Context: an optimization exercise on an open-source flow, tuned for small area and a short achievable clock period. The choices shown serve that exercise and are no tape-out recipe.
RTL that was checked went through simulation tests only; none was proved equivalent to the original.

== v30 ==
==> flow/design.v <==
`timescale 1ns / 1ps
module Console(
    output [6:0]sseg,
    input [3:0]hex,
	 input n_valid   
    );
    assign sseg = (n_valid) ? 7'b1000000:
						(hex == 4'd0) ? 7'b0111111 :
						(hex == 4'd1) ? 7'b0000110 :
						(hex == 4'd2) ? 7'b1011011 :
						(hex == 4'd3) ? 7'b1001111:
						(hex == 4'd4) ? 7'b1100110 :
						(hex == 4'd5) ? 7'b1101101 :
						(hex == 4'd6) ? 7'b1111101 :
						(hex == 4'd7) ? 7'b0000111 :
						(hex == 4'd8) ? 7'b1111111 :
						(hex == 4'd9) ? 7'b1100111 :
						(hex == 4'd10) ? 7'b1110111 :
						(hex == 4'd11) ? 7'b1111100 :
						(hex == 4'd12) ? 7'b0111001 :
						(hex == 4'd13) ? 7'b1011110 :
						(hex == 4'd14) ? 7'b1111001 :
						7'b1110001 ;
endmodule
module Microprocessor(
    output mem_write,
    output mem_read,
    output reg_write,
    output [1:0]op,
    output [6:0]reg_num,
    output [6:0]pc_high,
    output [6:0]pc_low,
    output [7:0]instruction_address,
    output [6:0]rwd_1,
    output [6:0]rwd_0,
    output [1:0]r_symbol,
    input oscillator,
    input reset,
    input [7:0]instruction
    );
    reg [7:0] pc;
    reg [7:0] r [0:3];
    reg       valid;       
    reg [1:0] opc;         
    reg [1:0] rn;          
    reg [7:0] disp;        
    reg [6:0] pch_q, pcl_q;  
    wire [1:0] op_i = instruction[7:6];
    wire [1:0] sa   = instruction[5:4];
    wire [1:0] sb   = instruction[3:2];
    wire [7:0] ra = r[sa];
    wire [7:0] rb = r[sb];
    wire [9:0] qd [0:3];
    genvar k, n;
    generate
        for (k = 0; k < 4; k = k + 1) begin : rq
            assign qd[k][0] = (r[k][7:2] == 6'd63);
            for (n = 1; n < 10; n = n + 1) begin : d
                assign qd[k][n] = (r[k][7:2] == n - 1);
            end
        end
    endgenerate
    wire [9:0] qs = qd[sa];
    wire [1:0] l  = ra[1:0];
    wire       b0p = (l == 2'd3);
    wire       b2m = (l == 2'd0);
    wire       b3m = ~l[1];
    wire [7:0] rs [0:3];
    generate
        for (n = 0; n < 8; n = n + 1) begin : rsel
            assign rs[0][n] = b0p ? qs[n]   : qs[n+1];
            assign rs[1][n] = qs[n+1];
            assign rs[2][n] = b2m ? qs[n+2] : qs[n+1];
            assign rs[3][n] = b3m ? qs[n+2] : qs[n+1];
        end
    endgenerate
    wire [1:0] bk = l + instruction[1:0];
    wire [3:0] bs = 4'b0001 << bk;
    wire       st = (op_i == 2'b10);
    wire [7:0] bd [0:3];            
    generate
        for (k = 0; k < 4; k = k + 1) begin : bank
            wire [7:0] acc [0:8];
            assign acc[0] = 8'd0;
            for (n = 0; n < 8; n = n + 1) begin : row
                localparam integer A = 4 * n + k;
                reg [7:0] w;
                always @(posedge oscillator or posedge reset)
                    if (reset)
                        w <= (A < 16) ? A : 16 - A;
                    else if (st && bs[k] && rs[k][n])
                        w <= rb;
                assign acc[n+1] = acc[n] | ({8{rs[k][n]}} & w);
            end
            assign bd[k] = acc[8];
        end
    endgenerate
    wire [7:0] rdata = ({8{bs[0]}} & bd[0]) | ({8{bs[1]}} & bd[1]) |
                       ({8{bs[2]}} & bd[2]) | ({8{bs[3]}} & bd[3]);
    wire [7:0] g0 = ra & rb;
    wire [7:0] p0 = ra ^ rb;
    wire [7:0] g1, p1, g2, p2, g3;
    generate
        for (n = 0; n < 8; n = n + 1) begin : pfx
            if (n >= 1) begin : l1
                assign g1[n] = g0[n] | (p0[n] & g0[n-1]);
                assign p1[n] = p0[n] & p0[n-1];
            end else begin : l1z
                assign g1[n] = g0[n];
                assign p1[n] = p0[n];
            end
            if (n >= 2) begin : l2
                assign g2[n] = g1[n] | (p1[n] & g1[n-2]);
                assign p2[n] = p1[n] & p1[n-2];
            end else begin : l2z
                assign g2[n] = g1[n];
                assign p2[n] = p1[n];
            end
            if (n >= 4) begin : l3
                assign g3[n] = g2[n] | (p2[n] & g2[n-4]);
            end else begin : l3z
                assign g3[n] = g2[n];
            end
        end
    endgenerate
    wire [7:0] sum = p0 ^ {g3[6:0], 1'b0};
    wire [7:0] wdata = instruction[6] ? rdata : sum;
    wire [1:0] wsel  = instruction[6] ? sb : instruction[1:0];
    wire       wen   = ~instruction[7];
    wire [3:0] wa = {4{op_i == 2'b00}} & (4'b0001 << instruction[1:0]);
    wire [3:0] wl = {4{op_i == 2'b01}} & (4'b0001 << sb);
    wire [7:0] pc_p1 = pc + 8'd1;
    wire [7:0] pc_p2 = {pc[7:1] + 7'd1, pc[0]};
    wire [7:0] pc_m1 = pc - 8'd1;
    reg  [7:0] pc_next;
    always @(*) begin
        if (op_i != 2'b11)
            pc_next = pc_p1;
        else case (instruction[1:0])
            2'b00: pc_next = pc_p1;
            2'b01: pc_next = pc_p2;
            2'b10: pc_next = pc_m1;
            default: pc_next = pc;
        endcase
    end
    wire [6:0] pch_d, pcl_d;
    Console c_pch (pch_d, pc_next[7:4], 1'b0);
    Console c_pcl (pcl_d, pc_next[3:0], 1'b0);
    always @(posedge oscillator or posedge reset) begin
        if (reset) begin
            pc <= 8'd0;
            r[0] <= 8'd0; r[1] <= 8'd0; r[2] <= 8'd0; r[3] <= 8'd0;
            valid <= 1'b0;
            pch_q <= 7'h3F; pcl_q <= 7'h3F;    
        end else begin
            pc <= pc_next;
            pch_q <= pch_d; pcl_q <= pcl_d;
            r[0] <= ({8{wa[0]}} & sum) | ({8{wl[0]}} & rdata) | ({8{~(wa[0] | wl[0])}} & r[0]);
            r[1] <= ({8{wa[1]}} & sum) | ({8{wl[1]}} & rdata) | ({8{~(wa[1] | wl[1])}} & r[1]);
            r[2] <= ({8{wa[2]}} & sum) | ({8{wl[2]}} & rdata) | ({8{~(wa[2] | wl[2])}} & r[2]);
            r[3] <= ({8{wa[3]}} & sum) | ({8{wl[3]}} & rdata) | ({8{~(wa[3] | wl[3])}} & r[3]);
            valid <= wen;
        end
    end
    always @(posedge oscillator) begin
        opc  <= op_i;
        rn   <= wsel;
        disp <= wdata;
    end
    Console c_rwd1(rwd_1,   disp[7:4], ~valid);
    Console c_rwd0(rwd_0,   disp[3:0], ~valid);
    Console c_rn  (reg_num, {2'b00, rn}, ~valid);
    assign pc_high   = pch_q;
    assign pc_low    = pcl_q;
    assign instruction_address = pc;
    assign op        = opc;
    assign mem_write = (opc == 2'b10);
    assign mem_read  = (opc == 2'b01);
    assign reg_write = ~opc[1];
    assign r_symbol  = 2'b11;
endmodule
export LEC_CHECK = 0
export ABC_AREA = 1
export CAP_MARGIN = 20
export CORE_MARGIN = 2
export CORE_UTILIZATION = 55
export CTS_CLUSTER_DIAMETER = 70
export CTS_CLUSTER_SIZE = 25
export SETUP_SLACK_MARGIN = 3.0
export SLEW_MARGIN = 20
export TNS_END_PERCENT = 0
create_clock -name core_clock -period 6.0 [get_ports {oscillator}]
run.sh (not shown) runs the stock make flow with config.mk's settings and CLKGATE_MAP_FILE= SYNTH_SCRIPT=/design/flow/synth_recipe.tcl, a recipe that flattens the netlist after the stock synthesis.
## Diff of input files: v10 against v30
--- a/flow/design.v
+++ b/flow/design.v
@@ -44,7 +44,6 @@
     reg [1:0] opc;         
     reg [1:0] rn;          
     reg [7:0] disp;        
-    reg [6:0] pch_q, pcl_q;  
     wire [1:0] op_i = instruction[7:6];
     wire [1:0] sa   = instruction[5:4];
     wire [1:0] sb   = instruction[3:2];
@@ -127,8 +126,6 @@
     wire [7:0] wdata = instruction[6] ? rdata : sum;
     wire [1:0] wsel  = instruction[6] ? sb : instruction[1:0];
     wire       wen   = ~instruction[7];
-    wire [3:0] wa = {4{op_i == 2'b00}} & (4'b0001 << instruction[1:0]);
-    wire [3:0] wl = {4{op_i == 2'b01}} & (4'b0001 << sb);
     wire [7:0] pc_p1 = pc + 8'd1;
     wire [7:0] pc_p2 = {pc[7:1] + 7'd1, pc[0]};
     wire [7:0] pc_m1 = pc - 8'd1;
@@ -143,22 +140,14 @@
             default: pc_next = pc;
         endcase
     end
-    wire [6:0] pch_d, pcl_d;
-    Console c_pch (pch_d, pc_next[7:4], 1'b0);
-    Console c_pcl (pcl_d, pc_next[3:0], 1'b0);
     always @(posedge oscillator or posedge reset) begin
         if (reset) begin
             pc <= 8'd0;
             r[0] <= 8'd0; r[1] <= 8'd0; r[2] <= 8'd0; r[3] <= 8'd0;
             valid <= 1'b0;
-            pch_q <= 7'h3F; pcl_q <= 7'h3F;    
         end else begin
             pc <= pc_next;
-            pch_q <= pch_d; pcl_q <= pcl_d;
-            r[0] <= ({8{wa[0]}} & sum) | ({8{wl[0]}} & rdata) | ({8{~(wa[0] | wl[0])}} & r[0]);
-            r[1] <= ({8{wa[1]}} & sum) | ({8{wl[1]}} & rdata) | ({8{~(wa[1] | wl[1])}} & r[1]);
-            r[2] <= ({8{wa[2]}} & sum) | ({8{wl[2]}} & rdata) | ({8{~(wa[2] | wl[2])}} & r[2]);
-            r[3] <= ({8{wa[3]}} & sum) | ({8{wl[3]}} & rdata) | ({8{~(wa[3] | wl[3])}} & r[3]);
+            if (wen) r[wsel] <= wdata;
             valid <= wen;
         end
     end
@@ -169,9 +158,9 @@
     end
     Console c_rwd1(rwd_1,   disp[7:4], ~valid);
     Console c_rwd0(rwd_0,   disp[3:0], ~valid);
+    Console c_pch (pc_high, pc[7:4],   1'b0);
+    Console c_pcl (pc_low,  pc[3:0],   1'b0);
     Console c_rn  (reg_num, {2'b00, rn}, ~valid);
-    assign pc_high   = pch_q;
-    assign pc_low    = pcl_q;
     assign instruction_address = pc;
     assign op        = opc;
     assign mem_write = (opc == 2'b10);
Findings:
v10 did not stop at any stage, and its layout met the timing, DRC and antenna checks. On horizontal die dimension: between v10 and v30, it ends up higher for v30. In v10, the count of clock buffers in the final design came out 1 above the value in v30. v10 — worst setup slack before clock tree synthesis 0.016 ns lower, v30 as reference. Sort v10 and v30 by critical path's largest stage delay, descending, and v10 comes first. When v10 is measured against v30, its cell area turns out 780 sq um lower. Total wirelength of the detailed-routed design for v10: 6.0% down relative to v30. Sequential share of layout area: v10 vs v30 down 0.20 points. v10 vs v30: clock period minus final worst setup slack up in v10. Compared with v30, v10 shows post-DP HPWL lower by 6.5%. Going from v30 to v10, synthesized cell count shrank by a few percent.
Only the layout flow was run in v30; the RTL was not checked for function there.

[afterwards: timing with drivers on the ports]
How much do the figures lean on ideal ports? The routed layouts below were timed once more, with nothing changed but the port constraints. Step 1, drivers: a clkbuf_16 drives oscillator and a buf_2 each remaining input, both assumed. Step 2 times the ports against the registers' clock, not the clock port: input delays grow and output delays shrink by t, the midpoint of the rising clock arrivals with the driver on. a / b / c = no drivers / after step 1 / after step 2; a / b = the first two.
| run | t, ns | setup slack, ns | worst setup path after step 2 | cell pins on the clock port's net |
|---|---|---|---|---|
| v30 | 0.603 | 2.783 / 2.734 / 2.195 | input to register | 1 |
| v10 | 0.599 | 2.601 / 2.547 / 2.084 | input to register | 1 |
After both steps setup and hold are still met in every run listed. For v30, which loses most, drivers alone change the setup slack by -0.049 ns; drivers and shift together by -0.588 ns.
